Context: an optimization exercise on an open-source flow, tuned for small area and few clock cycles. The choices shown serve that exercise and are no tape-out recipe. In this exercise RTL edits were held to simulation tests only and were not proved equivalent to the original.

== orange ==
==> flow/design.v (excerpt) <==
module IOTDF( clk, rst, in_en, iot_in, fn_sel, busy, valid, iot_out);
input          clk;
input          rst;
input          in_en;
input  [7:0]   iot_in;
input  [2:0]   fn_sel;
output         busy;
output         valid;
output [127:0] iot_out;
reg [10 : 0] cnt;        
wire [3 : 0] k   = cnt[3 : 0];
wire [6 : 0] blk = cnt[10 : 4];
reg m_enc, m_dec, m_des, m_crc, m_mm, m_min;
always @ (posedge clk)
begin
	m_enc <= (fn_sel == 3'd1);
	m_dec <= (fn_sel == 3'd2);
	m_des <= (fn_sel == 3'd1) | (fn_sel == 3'd2);
	m_crc <= (fn_sel == 3'd3);
	m_mm  <= (fn_sel == 3'd4) | (fn_sel == 3'd5);
	m_min <= fn_sel[0];
end
reg [127 : 0] A, X, Y;
reg           stl;      
reg           s_x;      
reg           a_hi;     
reg           q_x;      
reg           sh_px;    
reg           sh_qa;    
reg           f_a, f_c;
reg [1 : 0]   crc;
wire last  = (k == 4'd15);
wire [2 : 0] bi = blk[2 : 0];
wire g_first = (bi == 3'd0) & !stl;   
wire g_last  = (bi == 3'd7);          
wire a_ok  = (bi[2 : 1] != 2'd0);     
wire c_ok  = (bi != 3'd0);            
wire [7 : 0] a_b;
wire [7 : 0] x_o = X[7 : 0];
wire [7 : 0] y_o = Y[7 : 0];
reg [7 : 0] x_in, y_in;
always @ (*)
begin
	x_in = 8'd0;
	y_in = iot_in;
	if (m_des)
		x_in = iot_in;
	else if (m_mm)
	begin
		if (stl)
		begin
			x_in = sh_px ? x_o : y_o;
			y_in = sh_qa ? a_b : x_o;
		end
		else if (g_first)
			x_in = q_x ? x_o : y_o;
		else if (g_last)
			x_in = s_x ? y_o : x_o;
		else
		begin
			x_in = s_x ? iot_in : x_o;
			y_in = s_x ? y_o : iot_in;
		end
	end
end
wire [127 : 0] x_nx = {x_in, X[127 : 8]};
always @ (posedge clk)
begin
	X <= x_nx;
	Y <= {y_in, Y[127 : 8]};
end
MAXMIN_BYTE u_abyte (.st(A), .k(k), .b(a_b));
wire [7 : 0] c_b = s_x ? y_o : x_o;
wire b_a, b_c;
MAXMIN u_cmp_a (.nb(iot_in), .sb(a_b), .first(k == 4'd0), .better(f_a), .min(m_min), .better_nx(b_a));
MAXMIN u_cmp_c (.nb(iot_in), .sb(c_b), .first(k == 4'd0), .better(f_c), .min(m_min), .better_nx(b_c));
wire worse_a = !a_ok | !a_hi;
wire r_a = worse_a & (!a_ok | b_a);
wire r_c = !worse_a & (!c_ok | b_c);
wire p_a = a_hi & !b_a;
wire p_c = !a_hi & !b_c;
  ...
export LEC_CHECK = 0
export CAP_MARGIN = 20
export CORE_MARGIN = 2
export CORE_UTILIZATION = 50
export SLEW_MARGIN = 20
create_clock -name core_clock -period 8.0 [get_ports {clk}]
standard.sh (not shown) runs the stock make flow with config.mk's settings and CLKGATE_MAP_FILE= SYNTH_SCRIPT=/design/flow/synth_recipe.tcl, a recipe that flattens the netlist after the stock synthesis.
==> flow/flow/run.sh <==
#!/bin/bash
# Own layout flow: the standard flow (standard.sh) with
#  - synthesis: the standard synthesis script, but ABC maps for area
#    (flow/abc_area.script: deepsyn restructuring, then amap) instead of ORFS's speed script; registers are
#    mapped by the same dfflibmap step, so they keep their names and cells;
#    the half/full adder extraction step is skipped (ADDER_MAP_FILE empty);
#  - port buffers: sky130_fd_sc_hd__buf_1 on every input and output port;
#  - clock tree: no dummy loads, fewer and larger leaf clusters.
# Every tool's output goes to flow_*.log in this folder.
set -euo pipefail
here=$(pwd)
{
  echo 'proc abc {args} {'
  echo '  set i [lsearch -exact $args -script]'
  echo "  if {\$i >= 0} { set args [lreplace \$args [expr {\$i + 1}] [expr {\$i + 1}] {$here/flow/abc_area.script}] }"
  echo '  yosys abc {*}$args'
  echo '}'
  cat synth_recipe.tcl
} > own_synth.tcl
sed -e 's#synth_recipe\.tcl#own_synth.tcl#g' -e 's#CLKGATE_MAP_FILE= #CLKGATE_MAP_FILE= ADDER_MAP_FILE= #' standard.sh > own_standard.sh
grep -q own_synth.tcl own_standard.sh
grep -q 'ADDER_MAP_FILE= ' own_standard.sh
export BUFFER_PORTS_ARGS="-buffer_cell sky130_fd_sc_hd__buf_1"
export CTS_ARGS="-sink_clustering_enable -repair_clock_nets -dont_use_dummy_load -buf_list {sky130_fd_sc_hd__clkbuf_16} -root_buf sky130_fd_sc_hd__clkbuf_16 -sink_clustering_size 25 -sink_clustering_max_diameter 70"
bash own_standard.sh > flow_orfs.log 2>&1
test -s out/final.def
==> flow/flow/abc_area.script <==
strash
&get -n
&deepsyn -T 60
&put
dch -f
amap
stime -p
Testbench counts of orange, summed over its fixed seeds: cycles 85,120.
Inputs modified between orange and green:
diff --git a/flow/design.v b/flow/design.v
--- a/flow/design.v
+++ b/flow/design.v
@@ -99,29 +99,27 @@
 		begin
 			q_x   <= p_a & !b_c;
 			sh_px <= p_c;
 			sh_qa <= p_c | a_hi;
 		end
 	end
 end
-wire       run  = in_en | (cnt != 11'd0);
-wire [3 : 0] k_nx = run ? k + 4'd1 : k;
-reg  [3 : 0] rot;
-always @ (posedge clk)
+reg [1 : 0] rot;
+always @ (*)
 begin
 	if (m_enc)
-		rot <= (k_nx == 4'd0 || k_nx == 4'd1 || k_nx == 4'd8 || k_nx == 4'd15) ? 4'b0001 : 4'b0010;
+		rot = (k == 4'd0 || k == 4'd1 || k == 4'd8 || k == 4'd15) ? 2'd0 : 2'd1;
 	else if (m_dec)
-		rot <= (k_nx == 4'd0 || k_nx == 4'd7 || k_nx == 4'd14 || k_nx == 4'd15) ? 4'b0100 : 4'b1000;
+		rot = (k == 4'd0 || k == 4'd7 || k == 4'd14 || k == 4'd15) ? 2'd2 : 2'd3;
 	else
-		case (k_nx)
-			4'd0, 4'd1, 4'd6, 4'd8, 4'd10, 4'd12, 4'd14: rot <= 4'b0001;
-			4'd2: rot <= 4'b1000;
-			4'd3: rot <= 4'b0010;
-			default: rot <= 4'b0100;
+		case (k)
+			4'd0, 4'd1, 4'd6, 4'd8, 4'd10, 4'd12, 4'd14: rot = 2'd0;
+			4'd2: rot = 2'd3;
+			4'd3: rot = 2'd1;
+			default: rot = 2'd2;
 		endcase
 end
 wire [127 : 0] a_nx, a_view, a_ld;
 DES_ROUND u_round (.st(A), .rot(rot), .enc(m_enc), .f_on(m_des), .nx(a_nx), .view(a_view));
 DES_LOAD  u_load  (.blk(x_nx), .st(a_ld));
 wire load = last & (m_des | m_crc | (m_mm & (stl | g_first | (g_last ? (p_c & b_a) : r_a))));
 always @ (posedge clk)
@@ -137,15 +135,15 @@
 always @ (posedge clk or posedge rst)
 begin
 	if (rst)
 	begin
 		cnt <= 11'd0;
 		stl <= 1'b0;
 	end
-	else if (run)
+	else if (in_en | (cnt != 11'd0))
 	begin
 		cnt[3 : 0] <= cnt[3 : 0] + 4'd1;
 		if (last)
 		begin
 			if (!stl)
 				cnt[10 : 4] <= cnt[10 : 4] + 7'd1;
 			stl <= m_mm & g_last & !stl & stall;
@@ -158,30 +156,32 @@
              | (m_mm & (k == 4'd2) & !stl & (bi[2 : 1] == 2'd0) & (blk >= 7'd8) & (blk <= 7'd65));
 assign iot_out = {a_view[127 : 3], m_crc ? {crc, 1'b0} : a_view[2 : 0]};
 assign busy = m_mm & ((stl & !last) | (last & g_last & !stl & stall));
 endmodule
 module DES_ROUND
 (
 	input  [127 : 0] st,       
-	input  [3 : 0]   rot,      
+	input  [1 : 0]   rot,      
 	input            enc,      
 	input            f_on,     
 	output [127 : 0] nx,       
 	output [127 : 0] view      
 );
 wire [27 : 0] c = st[119 : 92];
 wire [27 : 0] d = st[91 : 64];
-wire [27 : 0] cn = ({28{rot[0]}} & {c[26 : 0], c[27]})
-                 | ({28{rot[1]}} & {c[25 : 0], c[27 : 26]})
-                 | ({28{rot[2]}} & {c[0], c[27 : 1]})
-                 | ({28{rot[3]}} & {c[1 : 0], c[27 : 2]});
-wire [27 : 0] dn = ({28{rot[0]}} & {d[26 : 0], d[27]})
-                 | ({28{rot[1]}} & {d[25 : 0], d[27 : 26]})
-                 | ({28{rot[2]}} & {d[0], d[27 : 1]})
-                 | ({28{rot[3]}} & {d[1 : 0], d[27 : 2]});
+reg  [27 : 0] cn, dn;
+always @ (*)
+begin
+	case (rot)
+		2'd0: begin cn = {c[26 : 0], c[27]};      dn = {d[26 : 0], d[27]};      end
+		2'd1: begin cn = {c[25 : 0], c[27 : 26]}; dn = {d[25 : 0], d[27 : 26]}; end
+		2'd2: begin cn = {c[0], c[27 : 1]};       dn = {d[0], d[27 : 1]};       end
+		default: begin cn = {c[1 : 0], c[27 : 2]}; dn = {d[1 : 0], d[27 : 2]}; end
+	endcase
+end
 wire [47 : 0] k  = PC2(enc ? {cn, dn} : {c, d});
 wire [31 : 0] fo = F(st[31 : 0], k) & {32{f_on}};
 wire [63 : 0] lr = {st[31 : 0], st[63 : 32] ^ fo};
 assign nx   = {st[127 : 120], cn, dn, lr};
 assign view = {inv_key({st[127 : 120], cn, dn}), final_ciphertext({lr[31 : 0], lr[63 : 32]})};
 function automatic [63 : 0] inv_key;
 	input [63 : 0] cipher_key;
Notes after the runs:
green completed every stage of the flow, and the final layout passed the timing, DRC and antenna checks.
green against orange; total clock sinks is down slightly.
Per the comparison of green with orange, utilization rose 1.4 points; critical path depth went up 10; area of the multi-input gates now larger; synthesized-area fraction occupied by xor and xnor cells went down; routing usage on met3 decreased 1.4 points.
Between green and orange, final worst slack is lower for green, orange comes in above that.
Testbench counts of green, summed over its fixed seeds: cycles 85,120.

[afterwards: timing with drivers on the ports]
No port has a modelled driver above. Below, the same layouts with a new extraction and two added sets of constraints. Step 1: set_driving_cell puts a clkbuf_16 on clk and a buf_2 on each other input, an assumption about the parent block. Step 2, shift: input delay + t, output delay - t, t = (earliest + latest rising clock arrival at the registers) / 2. This alone moves slack from input paths to output paths. a / b / c = ideal ports / drivers / drivers and shift; a / b = the first two.
run | shift t [ns] | setup slack, ns | cell pins on the clock port's net
orange | 0.633 | 0.641 / 0.585 / 1.217 | 1
green | 0.619 | 0.337 / 0.281 / 0.900 | 1
After both steps setup and hold are still met in every run listed.
